This design comes from an exercise in tuning for small area, a short achievable clock period and few clock cycles on the open sky130 flow, not from production work.
The RTL was checked by simulation tests, not by an equivalence proof against the original design.
Power and IR drop assume default switching activity.

// conv_engine
module conv_engine(
    input         clk,
    input         reset,
    input         en_ctrl,
    output [15:0] s_addr,
    output [15:0] w_addr,
    output [15:0] b_addr,
    input  [7:0]  signal,
    input  [7:0]  weight,
    input  [7:0]  bias,
    output [15:0] save_addr,
    output [7:0]  convout,
    output        en_write,
    output        finish
);
Size: roughly 1,200 cells after synthesis, about 11,000 um2 of cells after synthesis.
==> flow/config.mk <==
export PLATFORM = sky130hd
export DESIGN_NAME = conv_engine
export DESIGN_NICKNAME = conv_engine
export VERILOG_FILES = /design/flow/design.v
export SDC_FILE = /design/flow/constraint.sdc
export NUM_CORES = 4
export LEC_CHECK = 0
export CAP_MARGIN = 20
export CORE_MARGIN = 2
export CORE_UTILIZATION = 40
export SLEW_MARGIN = 20
==> flow/constraint.sdc <==
create_clock -name core_clock -period 10.0 [get_ports {clk}]
set_input_delay 2.0000 -clock core_clock [delete_from_list [all_inputs] [get_ports {clk}]]
set_output_delay 2.0000 -clock core_clock [all_outputs]
set_load 0.01 [all_outputs]
standard.sh (not shown) runs the stock make flow with config.mk's settings and CLKGATE_MAP_FILE= SYNTH_SCRIPT=/design/flow/synth_recipe.tcl, a recipe that flattens the netlist after the stock synthesis.
==> flow/flow/run.sh <==
#!/bin/bash
set -uo pipefail
MARGIN=$(cat flow/margin 2>/dev/null || echo 7)
EXTRA=()
if [[ -f flow/extra ]]; then
    while IFS= read -r line; do
        [[ -n "$line" ]] && EXTRA+=("$line")
    done < flow/extra
fi
bash standard.sh "SETUP_SLACK_MARGIN=$MARGIN" \
    "BUFFER_PORTS_ARGS=-buffer_cell sky130_fd_sc_hd__buf_1" "${EXTRA[@]}" finish > run_make.log 2>&1
status=$?
tail -5 run_make.log
exit $status
==> flow/flow/extra <==
SKIP_REPAIR_TIE_FANOUT=1
SKIP_GATE_CLONING=1
==> flow/flow/margin <==
7
Testbench counts at the start, summed over its fixed seeds: cycles 4,137,219.
Edit:
==> flow/flow/run.sh (replaced) <==
#!/bin/bash
set -uo pipefail
MARGIN=$(cat flow/margin 2>/dev/null || echo 7)
bash standard.sh "SETUP_SLACK_MARGIN=$MARGIN" \
    "BUFFER_PORTS_ARGS=-buffer_cell sky130_fd_sc_hd__buf_1" finish > run_make.log 2>&1
status=$?
tail -5 run_make.log
exit $status
==> flow/flow/margin (replaced) <==
7.2
removed: flow/flow/extra
The new run completed with no timing, DRC or antenna violations.
Clock-buffer cell count rose by 1.
Routed wire length went up by 6.4%.
Worst setup slack hardly moves.
Critical path depth decreases by 4.
Maximum frequency stays flat.
Power came out higher by 5.9%.
Non-clock buffer count increases by 60.
Edit:
==> flow/flow/margin (replaced) <==
6.0
Cell count went down by 6.8%.
Cell area went down by 14%.
Power went down by 6.0%.
Setup slack is worse by 0.59 ns.
Edit:
==> flow/flow/run.sh (replaced) <==
#!/bin/bash
set -uo pipefail
MARGIN=$(cat flow/margin 2>/dev/null || echo 7)
EXTRA=()
if [[ -f flow/extra ]]; then
    while IFS= read -r line; do
        [[ -n "$line" ]] && EXTRA+=("$line")
    done < flow/extra
fi
bash standard.sh "SETUP_SLACK_MARGIN=$MARGIN" \
    "BUFFER_PORTS_ARGS=-buffer_cell sky130_fd_sc_hd__buf_1" "${EXTRA[@]}" finish > run_make.log 2>&1
status=$?
tail -5 run_make.log
exit $status
==> flow/flow/extra (new file) <==
SKIP_REPAIR_TIE_FANOUT=1
==> flow/flow/margin (replaced) <==
6.8
Settings changed: TNS_END_PERCENT set to 30.
What happened:
- The new run ran to the end with no violations
- first-iteration DRC count went down by 16%
- combinational power stays flat
- routed wire length went up by 2.5%
- power goes down by 2.0%
- worst hold slack is about the same

========
## run A
Starting RTL as in the previous note.
clock: 10.0 ns
lec_check: 0
cap_margin: 20
core_margin: 2
core_utilization: 40
slew_margin: 20
==> flow/flow/run.sh <==
#!/bin/bash
set -uo pipefail
MARGIN=$(cat flow/margin 2>/dev/null || echo 7)
bash standard.sh "SETUP_SLACK_MARGIN=$MARGIN" \
    "BUFFER_PORTS_ARGS=-buffer_cell sky130_fd_sc_hd__buf_1" finish > run_make.log 2>&1
status=$?
tail -5 run_make.log
exit $status
==> flow/flow/margin <==
6.8
Run A finished all stages; the layout is clean.
Testbench counts of run A, summed over its fixed seeds: cycles 4,137,219.
Setup changes, run A to run B
==> flow/flow/run.sh <==
#!/bin/bash
set -uo pipefail
MARGIN=$(cat flow/margin 2>/dev/null || echo 7)
EXTRA=()
if [[ -f flow/extra ]]; then
    while IFS= read -r line; do
        [[ -n "$line" ]] && EXTRA+=("$line")
    done < flow/extra
fi
bash standard.sh "SETUP_SLACK_MARGIN=$MARGIN" \
    "BUFFER_PORTS_ARGS=-buffer_cell sky130_fd_sc_hd__buf_1" "${EXTRA[@]}" finish > run_make.log 2>&1
status=$?
tail -5 run_make.log
exit $status
==> flow/flow/extra (new file) <==
SKIP_REPAIR_TIE_FANOUT=1
### Flow results
The first-pass GRT wire length reported for run B is greater than that of run A by 3.2%. Per the comparison of run B with run A, routed length per placed instance went up 4.0%, number of cells in the finished layout apart from fillers lower, share of the clock period used by the worst path after layout saw little to no change, final area went down 0.95%. | fraction of power consumed by the clock network | lower: run A |. Sequential power: run A vs run B, no meaningful difference. Worst setup slack in run B is 0.0045 ns above run A.
Setup changes, run B to run C
-- flow/config.mk --
<<< run B, line 9
export CORE_MARGIN = 2
export CORE_UTILIZATION = 40
export SLEW_MARGIN = 20
>>> run C, line 9
export CORE_MARGIN = 2
export CORE_UTILIZATION = 40
export GPL_TIMING_DRIVEN = 1
export SLEW_MARGIN = 20
- Run B finished all stages; the layout is clean.
- Run C: all stages complete, timing, DRC and antenna checks passed
- [compare] base=run B new=run C: max-cap check violation count ~0 delta, average cell area after synthesis ~0 delta.
- Run C -> run B: final design utilization delta 0, exact match
- In terms of clock latency on the worst-skew pair, run B and run C differ only marginally.
- Reported for run B and run C, routed via count divided by cell count turned out identical to the last digit.
- From run B to run C the numbers moved as follows: power roughly the same, total standard cell area after synthesis roughly the same, placed standard-cell area roughly the same.

========
conv_engine, a different RTL version from the one above (not shown whole).
Size in the first run: ~910 cells after synthesis, about 120 flip-flops, about 100 I/O pins, about 8000 µm² of cells after synthesis.
// conv_engine
module conv_engine(
    input         clk,
    input         reset,
    input         en_ctrl,
    output [15:0] s_addr,
    output [15:0] w_addr,
    output [15:0] b_addr,
    input  [7:0]  signal,
    input  [7:0]  weight,
    input  [7:0]  bias,
    output [15:0] save_addr,
    output [7:0]  convout,
    output        en_write,
    output        finish
);
clock: 10.0 ns
lec_check: 0
cap_margin: 20
core_margin: 2
core_utilization: 40
setup_slack_margin: 5
slew_margin: 20
run.sh (not shown) runs the stock make flow with config.mk's settings and CLKGATE_MAP_FILE= SYNTH_SCRIPT=/design/flow/synth_recipe.tcl, a recipe that flattens the netlist after the stock synthesis.
Stock flow here: none of the scripts above is used.
Testbench counts at the start, summed over its fixed seeds: cycles 6,940,803.
Rerun with:
==> flow/flow/run.sh (new file) <==
#!/bin/bash
set -uo pipefail
MARGIN=$(cat flow/margin 2>/dev/null || echo 7)
bash standard.sh "SETUP_SLACK_MARGIN=$MARGIN" \
    "BUFFER_PORTS_ARGS=-buffer_cell sky130_fd_sc_hd__buf_1" finish > run_make.log 2>&1
status=$?
tail -5 run_make.log
exit $status
==> flow/flow/margin (new file) <==
7
==> flow/standard.sh (new file) <==
#!/bin/bash
# synth_recipe.tcl (not shown) runs the flow's synth.tcl, then flattens the netlist and writes it again
# the make line also repeats each setting of config.mk as NAME=value (left out here)
make -C /OpenROAD-flow-scripts/flow DESIGN_CONFIG=/design/flow/config.mk WORK_HOME=/design/flow/orfs CLKGATE_MAP_FILE= SYNTH_SCRIPT=/design/flow/synth_recipe.tcl "${@:-finish}"
--- a/flow/config.mk
+++ b/flow/config.mk
@@ -9,4 +9,4 @@
 export CORE_MARGIN = 2
 export CORE_UTILIZATION = 40
-export SETUP_SLACK_MARGIN = 5
+export CTS_BUF_LIST = sky130_fd_sc_hd__clkbuf_4 sky130_fd_sc_hd__clkbuf_8
 export SLEW_MARGIN = 20
removed: flow/run.sh
- The changed run finished clean
- cell count rose by a few percent
- setup slack is better by 0.71 ns
- clock-buffer cell count does not change
- utilization grows by 1.1 points
- global-route usage goes up by 0.64 points
- combinational power barely changes
- clock skew is about the same
- die area does not change
- register-to-register slack gains 0.71 ns
- non-clock buffer count climbs by 66
- total power fell by roughly a tenth
Rerun with:
--- a/flow/config.mk
+++ b/flow/config.mk
@@ -9,4 +9,3 @@
 export CORE_MARGIN = 2
 export CORE_UTILIZATION = 40
-export CTS_BUF_LIST = sky130_fd_sc_hd__clkbuf_4 sky130_fd_sc_hd__clkbuf_8
 export SLEW_MARGIN = 20
=>
- The changed run completed with no timing, DRC or antenna violations
- total power rises by 8.3%
- via count fell by 1.7%
- worst setup slack degrades by 0.031 ns

========
RTL: one of the versions met above, not the one the previous note started from.
Size in the first run: about 1200 cells after synthesis, roughly 170 flip-flops, about 100 I/O pins.
Settings: LEC_CHECK=0, CAP_MARGIN=20, CORE_MARGIN=2, CORE_UTILIZATION=40, CTS_BUF_LIST=sky130_fd_sc_hd__clkbuf_8, SLEW_MARGIN=20; clock period 10.0 ns.
standard.sh (not shown) runs the stock make flow with config.mk's settings and CLKGATE_MAP_FILE= SYNTH_SCRIPT=/design/flow/synth_recipe.tcl, a recipe that flattens the netlist after the stock synthesis.
==> flow/flow/run.sh <==
#!/bin/bash
set -uo pipefail
MARGIN=$(cat flow/margin 2>/dev/null || echo 7)
EXTRA=()
if [[ -f flow/extra ]]; then
    while IFS= read -r line; do
        [[ -n "$line" ]] && EXTRA+=("$line")
    done < flow/extra
fi
bash standard.sh "SETUP_SLACK_MARGIN=$MARGIN" \
    "BUFFER_PORTS_ARGS=-buffer_cell sky130_fd_sc_hd__buf_1" "${EXTRA[@]}" finish > run_make.log 2>&1
status=$?
tail -5 run_make.log
exit $status
==> flow/flow/extra <==
SKIP_REPAIR_TIE_FANOUT=1
==> flow/flow/margin <==
7.0
The first run completed with no timing, DRC or antenna violations.
Testbench counts at the start, summed over its fixed seeds: cycles 4,137,219.
Next try:
==> flow/flow/margin (replaced) <==
7
CTS_BUF_LIST = unset   (was sky130_fd_sc_hd__clkbuf_8)
TNS_END_PERCENT = 30   (was unset)
What happened: Design area goes down by about 3.6%; worst hold slack degrades by 4.5 ps; wire length shrinks by 2.5%; clock-buffer cell count rises by 1; flip-flop and latch count stays the same; worst setup slack is worse by 22 ps; clock skew is about the same.
Next try:
==> flow/flow/margin (replaced) <==
6.9
CTS_BUF_LIST = sky130_fd_sc_hd__clkbuf_8   (was unset)
TNS_END_PERCENT = unset   (was 30)
Outcome: Hold slack gains 6.7 ps. Final cell count shrinks by 0.31%. Cell area shrinks by 1.9%. Via count grows by 0.38%. First-iteration DRC count grows by 8.9%. Combinational power hardly moves. Setup slack loses 6.2 ps. Maximum frequency hardly moves.

========
## v34
Starting RTL as in the previous note.
clock: 10.0 ns
lec_check: 0
cap_margin: 20
core_margin: 2
core_utilization: 40
slew_margin: 20
==> flow/flow/extra <==
SKIP_REPAIR_TIE_FANOUT=1
SETUP_MOVE_SEQUENCE=sizeup,swap
==> flow/flow/margin <==
7
Scripts as last shown in full above: flow/flow/run.sh
v34 | status: complete | timing, DRC, antenna: pass
Testbench counts of v34, summed over its fixed seeds: cycles 4,137,219.
Edits applied to the flow inputs when going from v34 to v18:
-- flow/flow/run.sh --
<<< v34, line 4
>>> v18, line 4
PORTBUF=$(cat flow/portbuf 2>/dev/null || echo sky130_fd_sc_hd__buf_1)
<<< v34, line 11
    "BUFFER_PORTS_ARGS=-buffer_cell sky130_fd_sc_hd__buf_1" "${EXTRA[@]}" finish > run_make.log 2>&1
>>> v18, line 12
    "BUFFER_PORTS_ARGS=-buffer_cell $PORTBUF" "${EXTRA[@]}" finish > run_make.log 2>&1
==> flow/flow/extra <==
SKIP_REPAIR_TIE_FANOUT=1
==> flow/flow/margin <==
6.8
==> flow/flow/portbuf (new file) <==
sky130_fd_sc_hd__buf_2
--- outcome ---
Delta (v18 minus v34): worst setup slack decreased 0.038 ns, logic gate share of total power now smaller, part of the Yosys area used for sequential elements roughly the same. Looking only at utilization, and setting everything else aside, the lower value of v18 and v34 goes to v18. Across v18 and v34, none had a timing, DRC or antenna violation. Relative to v34, v18 degrades final period demand of the worst path.
Input-level comparison between v36 and v18:
Settings: setting CTS_BUF_LIST to sky130_fd_sc_hd__clkbuf_8 for the first time; setting CTS_CLUSTER_SIZE to 30 for the first time.
==> flow/flow/run.sh <==
#!/bin/bash
set -uo pipefail
MARGIN=$(cat flow/margin 2>/dev/null || echo 7)
bash standard.sh "SETUP_SLACK_MARGIN=$MARGIN" \
    "BUFFER_PORTS_ARGS=-buffer_cell sky130_fd_sc_hd__buf_1" finish > run_make.log 2>&1
status=$?
tail -5 run_make.log
exit $status
==> flow/flow/margin <==
7
removed: flow/flow/extra
removed: flow/flow/portbuf
## What came out
- Share of the core filled with cells in the final layout (v36 over v18): increase, 2.0 points
- Compare v18 and v36 | relative contribution of combinational cells to total power higher: v36
- Side by side, cell-internal power turned out lower in v36 than in v18.
- Remaining design rule violation count came out exactly the same in v18 and v36.
- From v36 to v18, I/O pin count did not move at all.
- Summary of v36 over v18: cell total after placement grew by 1.2%; wire length on met3 shrank by about 19%; ratio of routed vias to standard cells shrank by about 1.7%; fmax grew by about 2.6%.
- From v18 to v36, placeable core area did not move at all.
Edits applied to the flow inputs when going from v36 to v12:
Settings: clearing CTS_BUF_LIST, which used to be sky130_fd_sc_hd__clkbuf_8; swapping 40 for 60 in CORE_UTILIZATION; clearing CTS_CLUSTER_SIZE, which used to be 30.
-- flow/flow/run.sh --
<<< v36, line 4
>>> v12, line 4
EXTRA=()
if [[ -f flow/extra ]]; then
    while IFS= read -r line; do
        [[ -n "$line" ]] && EXTRA+=("$line")
    done < flow/extra
fi
<<< v36, line 5
    "BUFFER_PORTS_ARGS=-buffer_cell sky130_fd_sc_hd__buf_1" finish > run_make.log 2>&1
>>> v12, line 11
    "BUFFER_PORTS_ARGS=-buffer_cell sky130_fd_sc_hd__buf_1" "${EXTRA[@]}" finish > run_make.log 2>&1
==> flow/flow/extra (new file) <==
SKIP_REPAIR_TIE_FANOUT=1
==> flow/flow/margin <==
6.8
## What came out
v12 finished every step from synthesis to the final layout, and the layout passed the timing, DRC and antenna checks.
When v12 is measured against v36, its post-layout minimum cycle time turns out 0.086 ns higher.
Of v12 and v36, the run reporting the lower sequential share of layout area was v36.
v36 → v12: setup slack has decreased; portion of the layout cell area used by non-clock buffers moved down; standard-cell row count went down.

========
conv_engine again, from the RTL that the note above started with.
export LEC_CHECK = 0
export CAP_MARGIN = 20
export CORE_MARGIN = 2
export CORE_UTILIZATION = 40
export CTS_BUF_LIST = sky130_fd_sc_hd__clkbuf_8
export SLEW_MARGIN = 20
create_clock -name core_clock -period 10.0 [get_ports {clk}]
==> flow/flow/run.sh <==
#!/bin/bash
set -uo pipefail
MARGIN=$(cat flow/margin 2>/dev/null || echo 7)
EXTRA=()
if [[ -f flow/extra ]]; then
    while IFS= read -r line; do
        [[ -n "$line" ]] && EXTRA+=("$line")
    done < flow/extra
fi
bash standard.sh "SETUP_SLACK_MARGIN=$MARGIN" \
    "BUFFER_PORTS_ARGS=-buffer_cell sky130_fd_sc_hd__buf_1" "${EXTRA[@]}" finish > run_make.log 2>&1
status=$?
tail -5 run_make.log
exit $status
==> flow/flow/extra <==
SKIP_REPAIR_TIE_FANOUT=1
==> flow/flow/margin <==
6.8
Testbench counts at the start, summed over its fixed seeds: cycles 4,137,219.
Change:
==> flow/flow/margin (replaced) <==
7
--- a/flow/config.mk
+++ b/flow/config.mk
@@ -11 +10,0 @@
-export CTS_BUF_LIST = sky130_fd_sc_hd__clkbuf_8
@@ -12,0 +12 @@
+export TNS_END_PERCENT = 60
After rerunning:
- The new run produced a clean layout
- via count rose by 2.3%
- setup slack improves by 120 ps
- cell area went up by 6.3%
Change:
==> flow/flow/margin (replaced) <==
6.9
--- a/flow/config.mk
+++ b/flow/config.mk
@@ -12 +11,0 @@
-export TNS_END_PERCENT = 60
After rerunning: Clock skew goes down by 4.4 ps. Global-route usage drops by 0.26 points. Area after synthesis is unchanged. Synthesized cell count stays the same. Die area does not change. Setup slack degrades by 56 ps. Via count came out lower by 1.2%. Flip-flop and latch count does not change. Total power fell by about 2.2%. Final area came out lower by 2.0%. Non-clock buffer count decreases by 14.
Change:
==> flow/flow/margin (replaced) <==
6.8
--- a/flow/config.mk
+++ b/flow/config.mk
@@ -10,0 +11,2 @@
+export GPL_ROUTABILITY_DRIVEN = 1
+export GPL_TIMING_DRIVEN = 1
Setup slack gets worse by 39 ps.
Core utilization is lower by 1.3 points.
Flip-flop and latch count stays the same.
Cell count came out lower by about 1.4%.
Synthesized cell count does not change.

## re-timing with driven ports
How much do the figures lean on ideal ports? The routed layouts below were timed once more, with nothing changed but the port constraints.
Step 1 sets driving cells, clkbuf_16 on the clock port and buf_2 on the other inputs (assumed; they add their load-dependent delay and slew).
Step 2 also shifts input and output timing later by t, the mid clock arrival at the registers, as if the neighbouring blocks saw the same clock.
Slacks: no drivers / after step 1 / after step 2; pairs: no drivers / after step 1.
run | t (ns) | slack for setup (ns) | hold WS [ns] | latest minus earliest clock arrival (ns) | slew at the worst register clock pin (ns)
the first run of note 1 | 0.489 | 6.988 / 6.949 / 6.682 | 0.439 / 0.439 / 0.439 | 0.011 / 0.010 | 0.08 / 0.08
the second run of note 1 | 0.486 | 6.988 / 6.988 / 6.940 | 0.436 / 0.436 / 0.436 | 0.024 / 0.024 | 0.08 / 0.08
the third run of note 1 | 0.477 | 6.395 / 6.395 / 6.395 | 0.438 / 0.438 / 0.438 | 0.011 / 0.011 | 0.07 / 0.07
the fourth run of note 1 | 0.476 | 6.816 / 6.816 / 6.686 | 0.438 / 0.438 / 0.438 | 0.011 / 0.011 | 0.07 / 0.07
run A | 0.478 | 6.899 / 6.867 / 6.729 | 0.439 / 0.439 / 0.439 | 0.011 / 0.011 | 0.07 / 0.07
run B | 0.486 | 6.904 / 6.853 / 6.690 | 0.434 / 0.434 / 0.434 | 0.014 / 0.014 | 0.07 / 0.07
run C | 0.486 | 6.904 / 6.853 / 6.690 | 0.434 / 0.434 / 0.434 | 0.014 / 0.014 | 0.07 / 0.07
the first run of note 3 | 0.456 | 6.268 / 6.268 / 6.268 | 0.434 / 0.434 / 0.434 | 0.014 / 0.014 | 0.06 / 0.06
the second run of note 3 | 0.479 | 6.983 / 6.983 / 6.839 | 0.436 / 0.436 / 0.436 | 0.013 / 0.013 | 0.08 / 0.08
the third run of note 3 | 0.460 | 6.952 / 6.952 / 6.830 | 0.432 / 0.432 / 0.432 | 0.010 / 0.009 | 0.06 / 0.06
the first run of note 4 | 0.516 | 6.953 / 6.953 / 6.632 | 0.441 / 0.441 / 0.441 | 0.017 / 0.017 | 0.11 / 0.11
the second run of note 4 | 0.490 | 6.931 / 6.879 / 6.685 | 0.436 / 0.436 / 0.436 | 0.012 / 0.012 | 0.07 / 0.07
the third run of note 4 | 0.513 | 6.925 / 6.880 / 6.743 | 0.443 / 0.443 / 0.443 | 0.014 / 0.014 | 0.11 / 0.11
v34 | 0.481 | 6.944 / 6.944 / 6.685 | 0.439 / 0.439 / 0.439 | 0.011 / 0.011 | 0.08 / 0.08
v18 | 0.480 | 6.905 / 6.853 / 6.673 | 0.436 / 0.436 / 0.436 | 0.009 / 0.010 | 0.07 / 0.07
v36 | 0.506 | 6.983 / 6.949 / 6.700 | 0.438 / 0.438 / 0.438 | 0.020 / 0.021 | 0.11 / 0.11
v12 | 0.463 | 6.897 / 6.879 / 6.732 | 0.433 / 0.433 / 0.433 | 0.012 / 0.012 | 0.07 / 0.07
the first run of note 6 | 0.506 | 6.880 / 6.837 / 6.700 | 0.437 / 0.437 / 0.437 | 0.016 / 0.015 | 0.10 / 0.10
the second run of note 6 | 0.478 | 6.999 / 6.950 / 6.680 | 0.436 / 0.436 / 0.436 | 0.019 / 0.019 | 0.07 / 0.07
the third run of note 6 | 0.484 | 6.943 / 6.895 / 6.727 | 0.447 / 0.447 / 0.447 | 0.013 / 0.013 | 0.08 / 0.08
the fourth run of note 6 | 0.486 | 6.904 / 6.853 / 6.690 | 0.434 / 0.434 / 0.434 | 0.014 / 0.014 | 0.07 / 0.07
After both steps setup and hold are still met in every run listed. The setup slack of the first run of note 4, which loses most, moves by 0.000 ns with the drivers and by -0.321 ns with both steps.
